From an optimization exercise on the open Yosys and OpenROAD flow, aimed at small area and a short achievable clock period; shortcuts taken in it are not production practice. Only simulation tests tie the RTL to the original design; equivalence was not proved.

## am_modem
module am_modem(
    input wire clk_pin,
    input wire reset_pin,
    input wire [15:0] carrier,
    input wire [15:0] tone_a,
    input wire [15:0] tone_b,
    output wire [31:0] am_mod,
    output wire [15:0] demod
);
Size: ~3,800 cells after synthesis, roughly 98 I/O pins.
==> flow/config.mk <==
export PLATFORM = sky130hd
export DESIGN_NAME = am_modem
export DESIGN_NICKNAME = am_modem
export VERILOG_FILES = /design/flow/design.v
export SDC_FILE = /design/flow/constraint.sdc
export NUM_CORES = 4
export LEC_CHECK = 0
export ABC_AREA = 1
export CAP_MARGIN = 20
export CORE_MARGIN = 2
export CORE_UTILIZATION = 60
export CTS_CLUSTER_DIAMETER = 150
export CTS_CLUSTER_SIZE = 24
export SLEW_MARGIN = 20
export SYNTH_HIERARCHICAL = 1
==> flow/constraint.sdc <==
create_clock -name core_clock -period 60.0 [get_ports {clk_pin}]
set_input_delay 12.0000 -clock core_clock [delete_from_list [all_inputs] [get_ports {clk_pin}]]
set_output_delay 12.0000 -clock core_clock [all_outputs]
set_load 0.01 [all_outputs]
standard.sh (not shown) runs the stock make flow with config.mk's settings and CLKGATE_MAP_FILE= SYNTH_SCRIPT=/design/flow/synth_recipe.tcl, a recipe that flattens the netlist after the stock synthesis.
==> flow/flow/run.sh <==
#!/bin/bash
# Layout flow: the standard flow (standard.sh) with two changes:
#  - Yosys's generic synth skips its internal ABC pass (SYNTH_ARGS=-noabc), so the full-adder
#    extraction sees the adders as written; registers and their names are unchanged.
#  - ports are buffered with buf_2 cells instead of the default clkdlybuf4s50_1.
# The make output goes to standard.log; ORFS keeps each tool's log under orfs/logs/.
set -uo pipefail
bash standard.sh SYNTH_ARGS=-noabc "BUFFER_PORTS_ARGS=-buffer_cell sky130_fd_sc_hd__buf_2" finish > standard.log 2>&1
status=$?
tail -n 20 standard.log
exit $status
==> next run, changes <==
CTS_CLUSTER_DIAMETER = default   (was 150)
CTS_CLUSTER_SIZE = default   (was 24)
Result: Die area stays the same. Cell area climbs by 2.3%. Core utilization came out higher by 1.4 points. Hold slack degrades by 8.3 ps. Cell count increases by 0.83%. Fmax went down by 0.39%.

---

am_modem, a different RTL version from the one above (not shown whole).
Size in the first run: ~3,700 cells after synthesis, roughly 98 I/O pins, about 28,000 µm² of cells after synthesis.
==> flow/config.mk <==
export PLATFORM = sky130hd
export DESIGN_NAME = am_modem
export DESIGN_NICKNAME = am_modem
export VERILOG_FILES = /design/flow/design.v
export SDC_FILE = /design/flow/constraint.sdc
export NUM_CORES = 4
export LEC_CHECK = 0
export ABC_AREA = 1
export CAP_MARGIN = 20
export CORE_MARGIN = 2
export CORE_UTILIZATION = 70
export CTS_CLUSTER_DIAMETER = 150
export CTS_CLUSTER_SIZE = 24
export SLEW_MARGIN = 20
export SYNTH_HIERARCHICAL = 1
==> flow/constraint.sdc <==
create_clock -name core_clock -period 60.0 [get_ports {clk_pin}]
set_input_delay 12.0000 -clock core_clock [delete_from_list [all_inputs] [get_ports {clk_pin}]]
set_output_delay 12.0000 -clock core_clock [all_outputs]
set_load 0.01 [all_outputs]
==> flow/flow/run.sh <==
#!/bin/bash
# Layout flow: the standard flow (standard.sh) with these changes:
#  - synthesis is synth_recipe.tcl with ORFS's synth.tcl replaced by a copy in which the final
#    ABC mapping of the top module uses flow/top.abc (ABC's area-recovering map without the
#    buffering and gate sizing steps; the layout's own repair sizes and buffers later); the
#    adder modules are mapped with the standard script. Registers and their names are unchanged.
#  - Yosys's generic synth skips its internal ABC pass (SYNTH_ARGS=-noabc), so the full-adder
#    extraction sees the adders as written.
#  - ports are buffered with buf_2 cells instead of the default clkdlybuf4s50_1.
# Each step's output goes to its own log here; ORFS keeps each tool's log under orfs/logs/.
set -uo pipefail
WORK="$(pwd)"
python3 - "$FLOW_HOME/scripts/synth.tcl" "$WORK/flow/top.abc" "$WORK/synth_mod.tcl" <<'PY' > prep.log 2>&1 || exit 1
import sys
src, abc, out = sys.argv[1:4]
s = open(src).read()
old = "  log_cmd abc {*}$abc_args\n"
assert s.count(old) == 1
new = ("  set top_args $abc_args\n"
       "  lset top_args [expr {[lsearch -exact $top_args -script] + 1}] " + abc + "\n"
       "  log_cmd abc {*}$top_args $::env(DESIGN_NAME)\n"
       "  log_cmd abc {*}$abc_args {*_add}\n")
open(out, "w").write(s.replace(old, new))
print("wrote", out)
PY
python3 - "$WORK/synth_recipe.tcl" "$WORK/synth_mod.tcl" "$WORK/synth_own.tcl" <<'PY' >> prep.log 2>&1 || exit 1
import sys
src, mod, out = sys.argv[1:4]
s = open(src).read()
old = "source $::env(SCRIPTS_DIR)/synth.tcl"
assert s.count(old) == 1
open(out, "w").write(s.replace(old, "source " + mod))
print("wrote", out)
PY
bash standard.sh SYNTH_ARGS=-noabc "BUFFER_PORTS_ARGS=-buffer_cell sky130_fd_sc_hd__buf_2" \
    "SYNTH_SCRIPT=$WORK/synth_own.tcl" finish > standard.log 2>&1
status=$?
tail -n 20 standard.log
exit $status
==> flow/flow/top.abc <==
strash
dch
map -B 0.9
topo
stime -c
Rerun with:
==> flow/flow/run.sh (replaced) <==
#!/bin/bash
# Layout flow: the standard flow (standard.sh) with two changes:
#  - Yosys's generic synth skips its internal ABC pass (SYNTH_ARGS=-noabc), so the full-adder
#    extraction sees the adders as written; registers and their names are unchanged.
#  - ports are buffered with buf_2 cells instead of the default clkdlybuf4s50_1.
# The make output goes to standard.log; ORFS keeps each tool's log under orfs/logs/.
set -uo pipefail
bash standard.sh SYNTH_ARGS=-noabc "BUFFER_PORTS_ARGS=-buffer_cell sky130_fd_sc_hd__buf_2" finish > standard.log 2>&1
status=$?
tail -n 20 standard.log
exit $status
- CORE_UTILIZATION: 70 -> 80
removed: flow/flow/top.abc
Result: The new run finished with timing, DRC and antenna clean; clock-buffer cell count does not change; cell area goes up by 2.1%; global-route usage goes up by 5.6 points; hold slack gets better by 26 ps; clock skew goes up by 5.5 ps; wire length goes up by 7.8%; setup slack gets better by 94 ps; non-clock buffer count goes down by 1.
Rerun with:
==> flow/flow/run.sh (replaced) <==
#!/bin/bash
# Layout flow: the standard flow (standard.sh) with these changes:
#  - synthesis is synth_recipe.tcl with ORFS's synth.tcl replaced by a copy in which the final
#    ABC mapping of the top module uses flow/top.abc (ABC's area-recovering map without the
#    buffering and gate sizing steps; the layout's own repair sizes and buffers later); the
#    adder modules are mapped with the standard script. Registers and their names are unchanged.
#  - Yosys's generic synth skips its internal ABC pass (SYNTH_ARGS=-noabc), so the full-adder
#    extraction sees the adders as written.
#  - ports are buffered with buf_2 cells instead of the default clkdlybuf4s50_1.
# Each step's output goes to its own log here; ORFS keeps each tool's log under orfs/logs/.
set -uo pipefail
WORK="$(pwd)"
python3 - "$FLOW_HOME/scripts/synth.tcl" "$WORK/flow/top.abc" "$WORK/synth_mod.tcl" <<'PY' > prep.log 2>&1 || exit 1
import sys
src, abc, out = sys.argv[1:4]
s = open(src).read()
old = "  log_cmd abc {*}$abc_args\n"
assert s.count(old) == 1
new = ("  set top_args $abc_args\n"
       "  lset top_args [expr {[lsearch -exact $top_args -script] + 1}] " + abc + "\n"
       "  log_cmd abc {*}$top_args $::env(DESIGN_NAME)\n"
       "  log_cmd abc {*}$abc_args {*_add}\n")
open(out, "w").write(s.replace(old, new))
print("wrote", out)
PY
python3 - "$WORK/synth_recipe.tcl" "$WORK/synth_mod.tcl" "$WORK/synth_own.tcl" <<'PY' >> prep.log 2>&1 || exit 1
import sys
src, mod, out = sys.argv[1:4]
s = open(src).read()
old = "source $::env(SCRIPTS_DIR)/synth.tcl"
assert s.count(old) == 1
open(out, "w").write(s.replace(old, "source " + mod))
print("wrote", out)
PY
bash standard.sh SYNTH_ARGS=-noabc "BUFFER_PORTS_ARGS=-buffer_cell sky130_fd_sc_hd__buf_2" \
    "SYNTH_SCRIPT=$WORK/synth_own.tcl" finish > standard.log 2>&1
status=$?
tail -n 20 standard.log
exit $status
==> flow/flow/top.abc (new file) <==
strash
dc2
dch -f
map -B 0.9
topo
stime -c
- CORE_UTILIZATION: 80 -> 70
Effect: Worst hold slack loses 3.1 ps; worst setup slack is worse by 1400 ps; final cell count shrinks by 2.6%; maximum frequency falls by 7.2%; area after synthesis goes down by 5.9%; design area decreases by 4.2%; die area is higher by 7.4%; sequential share of layout area is higher by 0.70 points.
Rerun with:
--- a/flow/flow/run.sh
+++ b/flow/flow/run.sh
@@ -8 +8,2 @@
-#    extraction sees the adders as written.
+#    extraction sees the adders as written; only full adders are extracted (half adders are left
+#    to ABC, which merges them into the surrounding logic).
@@ -23 +24,5 @@
-open(out, "w").write(s.replace(old, new))
+s = s.replace(old, new)
+old = "  extract_fa {*}[dont_use_extract_fa_args]"
+assert s.count(old) == 1
+s = s.replace(old, "  extract_fa -fa")
+open(out, "w").write(s)
==> flow/flow/top.abc (replaced) <==
strash
dch
map -B 0.9
topo
stime -c
What happened: Global-route usage climbs by 0.28 points. Core utilization goes down by 0.80 points. First-iteration DRC count grows by 13%. Via count increases by 13%. Clock-buffer cell count stays the same. Critical path depth falls by 156.

---

## run 1
am_modem again, from the RTL that the note above started with.
==> flow/config.mk <==
export PLATFORM = sky130hd
export DESIGN_NAME = am_modem
export DESIGN_NICKNAME = am_modem
export VERILOG_FILES = /design/flow/design.v
export SDC_FILE = /design/flow/constraint.sdc
export NUM_CORES = 4
export LEC_CHECK = 0
export ABC_AREA = 1
export CAP_MARGIN = 20
export CORE_MARGIN = 2
export CORE_UTILIZATION = 70
export SLEW_MARGIN = 20
export SYNTH_HIERARCHICAL = 1
==> flow/constraint.sdc <==
create_clock -name core_clock -period 60.0 [get_ports {clk_pin}]
set_input_delay 12.0000 -clock core_clock [delete_from_list [all_inputs] [get_ports {clk_pin}]]
set_output_delay 12.0000 -clock core_clock [all_outputs]
set_load 0.01 [all_outputs]
==> flow/flow/run.sh <==
#!/bin/bash
# Layout flow: the standard flow (standard.sh) with two changes:
#  - Yosys's generic synth skips its internal ABC pass (SYNTH_ARGS=-noabc), so the full-adder
#    extraction sees the adders as written; registers and their names are unchanged.
#  - ports are buffered with buf_2 cells instead of the default clkdlybuf4s50_1.
# The make output goes to standard.log; ORFS keeps each tool's log under orfs/logs/.
set -uo pipefail
bash standard.sh SYNTH_ARGS=-noabc "BUFFER_PORTS_ARGS=-buffer_cell sky130_fd_sc_hd__buf_2" finish > standard.log 2>&1
status=$?
tail -n 20 standard.log
exit $status
Looking at the reports, run 1 completed the entire flow and the layout it produced met the timing, design-rule and antenna checks.
Input-level comparison between run 2 and run 1:
Settings: CTS_CLUSTER_SIZE newly set to 24; CTS_CLUSTER_DIAMETER newly set to 150.
==> flow/flow/run.sh <==
#!/bin/bash
# Layout flow: the standard flow (standard.sh) with these changes:
#  - Yosys's generic synth skips its internal ABC pass (SYNTH_ARGS=-noabc), so the full-adder
#    extraction sees the adders as written; registers and their names are unchanged.
#  - the multiplier's input registers get a stronger drive of the same flip-flop: the Booth
#    digit registers (each drives half a row of partial products) 4x, the k registers 2x.
#  - ports are buffered with buf_2 cells instead of the default clkdlybuf4s50_1.
# Each make run's output goes to its own log here; ORFS keeps each tool's log under orfs/logs/.
set -uo pipefail
RES="$(pwd)/orfs/results/${FLOW_PLATFORM}/am_modem/base"
ARGS=(SYNTH_ARGS=-noabc "BUFFER_PORTS_ARGS=-buffer_cell sky130_fd_sc_hd__buf_2")
bash standard.sh "${ARGS[@]}" "$RES/1_2_yosys.v" > synth.log 2>&1 || { tail -n 20 synth.log; exit 1; }
sed -i -E -e 's/^( *)sky130_fd_sc_hd__dfxtp_1( +\\(bneg|bone|btwo)n?\[)/\1sky130_fd_sc_hd__dfxtp_4\2/' \
          -e 's/^( *)sky130_fd_sc_hd__dfxtp_1( +\\kn?_r\[)/\1sky130_fd_sc_hd__dfxtp_2\2/' "$RES/1_2_yosys.v"
grep -c "dfxtp_[24]" "$RES/1_2_yosys.v" > upsized.log
bash standard.sh "${ARGS[@]}" finish > standard.log 2>&1
status=$?
tail -n 20 standard.log
exit $status
[summary]
- Diff run 1 -> run 2: data arrival time of the critical path now smaller, number of iterations in the first detailed-routing pass now larger, time the final worst path needs with I/O delays and setup now smaller.
- On cell count: run 2 sits below run 1.
- Via count, run 1 and run 2, lower one = run 2.
- Row combined global-route utilization of all metal layers: run 2 lower / run 1 higher
- Comparing run 1 and run 2, via count of the first global-routing pass is higher on run 2.
#### Input delta (run 3 over run 2)
==> flow/flow/run.sh <==
#!/bin/bash
# Layout flow: the standard flow (standard.sh) with these changes:
#  - synthesis is synth_recipe.tcl with ORFS's synth.tcl replaced by a copy in which the final
#    ABC mapping of the top module uses flow/top.abc (ABC's area-recovering map without the
#    buffering and gate sizing steps; the layout's own repair sizes and buffers later); the
#    adder modules are mapped with the standard script. Registers and their names are unchanged.
#  - Yosys's generic synth skips its internal ABC pass (SYNTH_ARGS=-noabc), so the full-adder
#    extraction sees the adders as written.
#  - ports are buffered with buf_2 cells instead of the default clkdlybuf4s50_1.
# Each step's output goes to its own log here; ORFS keeps each tool's log under orfs/logs/.
set -uo pipefail
WORK="$(pwd)"
python3 - "$FLOW_HOME/scripts/synth.tcl" "$WORK/flow/top.abc" "$WORK/synth_mod.tcl" <<'PY' > prep.log 2>&1 || exit 1
import sys
src, abc, out = sys.argv[1:4]
s = open(src).read()
old = "  log_cmd abc {*}$abc_args\n"
assert s.count(old) == 1
new = ("  set top_args $abc_args\n"
       "  lset top_args [expr {[lsearch -exact $top_args -script] + 1}] " + abc + "\n"
       "  log_cmd abc {*}$top_args $::env(DESIGN_NAME)\n"
       "  log_cmd abc {*}$abc_args {*_add}\n")
open(out, "w").write(s.replace(old, new))
print("wrote", out)
PY
python3 - "$WORK/synth_recipe.tcl" "$WORK/synth_mod.tcl" "$WORK/synth_own.tcl" <<'PY' >> prep.log 2>&1 || exit 1
import sys
src, mod, out = sys.argv[1:4]
s = open(src).read()
old = "source $::env(SCRIPTS_DIR)/synth.tcl"
assert s.count(old) == 1
open(out, "w").write(s.replace(old, "source " + mod))
print("wrote", out)
PY
bash standard.sh SYNTH_ARGS=-noabc "BUFFER_PORTS_ARGS=-buffer_cell sky130_fd_sc_hd__buf_2" \
    "SYNTH_SCRIPT=$WORK/synth_own.tcl" finish > standard.log 2>&1
status=$?
tail -n 20 standard.log
exit $status
==> flow/flow/top.abc (new file) <==
strash
dch -f
map -B 0.9
topo
stime -c
==> comparison <==
Worst slew margin relative to its limit was higher in run 2 than in run 3.
On run 3: ratio of final minimum period to clock period is 0.54 points higher than what run 2 gave.
Comparing run 2 and run 3, the higher sequential share of layout area was measured on run 2.
Re met3 demand-to-capacity share in global routing: run 2 and run 3 aren't equal, and the higher value belongs to run 2.
Run 3 vs run 2 — met3 wire length dropped by a few percent
Max freq run 2 -> run 3: degraded
Run 3 vs run 2 — register area dropped by a few percent
Run 3 vs run 2 — count of clock-buffer cells in the layout dropped 2.
Cell area after placement for run 3: about 3% down relative to run 2
On total via count in the routed design, run 2 and run 3 are neck and neck.
For run 4, these inputs were changed with respect to run 3:
==> flow/flow/run.sh <==
#!/bin/bash
# Layout flow: the standard flow (standard.sh) with two changes:
#  - Yosys's generic synth skips its internal ABC pass (SYNTH_ARGS=-noabc), so the full-adder
#    extraction sees the adders as written; registers and their names are unchanged.
#  - ports are buffered with buf_2 cells instead of the default clkdlybuf4s50_1.
# The make output goes to standard.log; ORFS keeps each tool's log under orfs/logs/.
set -uo pipefail
bash standard.sh SYNTH_ARGS=-noabc "BUFFER_PORTS_ARGS=-buffer_cell sky130_fd_sc_hd__buf_2" finish > standard.log 2>&1
status=$?
tail -n 20 standard.log
exit $status
removed: flow/flow/top.abc
## What came out
Mean number of vias per cell across run 4 and run 3: no real change.
The number of cells on the critical path in run 4 was lower than what run 3 gave.
As far as total number of vias is concerned, run 4 and run 3 perform about the same.
Going from run 3 to run 4, the non-clock buffer count was found to have gone down by about 3%.
Looking at final period utilization, run 4 sits 0.39 points lower than run 3 does.

re-timing with driven ports:
No port has a modelled driver above. Below, the same layouts with a new extraction and two added sets of constraints.
Step 1 (the two cells are an assumption about what drives the block):
set clk [get_ports {clk_pin}]
set_driving_cell -lib_cell sky130_fd_sc_hd__clkbuf_16 $clk
set_driving_cell -lib_cell sky130_fd_sc_hd__buf_2 [delete_from_list [all_inputs] $clk]
Step 2 adds t to the input delays and takes it off the output delays; t is the mean of the earliest and latest rising clock arrival at the registers after step 1. Input paths then give back, and output paths get back, about the clock's delay inside the block.
Slacks: ideal ports / drivers / drivers and shift; pairs: ideal ports / drivers.
run	t (ns)	setup WS [ns]	worst data-port slew with drivers (ns)
the first run of note 1	0.565	41.979 / 41.914 / 42.479	0.04
the second run of note 1	0.649	41.908 / 41.843 / 42.492	0.04
the first run of note 2	0.569	42.257 / 42.197 / 42.765	0.06
the second run of note 2	0.561	42.351 / 42.296 / 42.857	0.05
the third run of note 2	0.548	40.978 / 40.978 / 40.978	0.05
the fourth run of note 2	0.560	42.435 / 42.376 / 42.937	0.04
run 1	0.619	42.369 / 42.310 / 42.929	0.05
run 2	0.566	42.497 / 42.439 / 43.004	0.05
run 3	0.561	42.172 / 42.114 / 42.675	0.04
run 4	0.556	42.406 / 42.350 / 42.906	0.05
After both steps setup and hold are still met in every run listed.
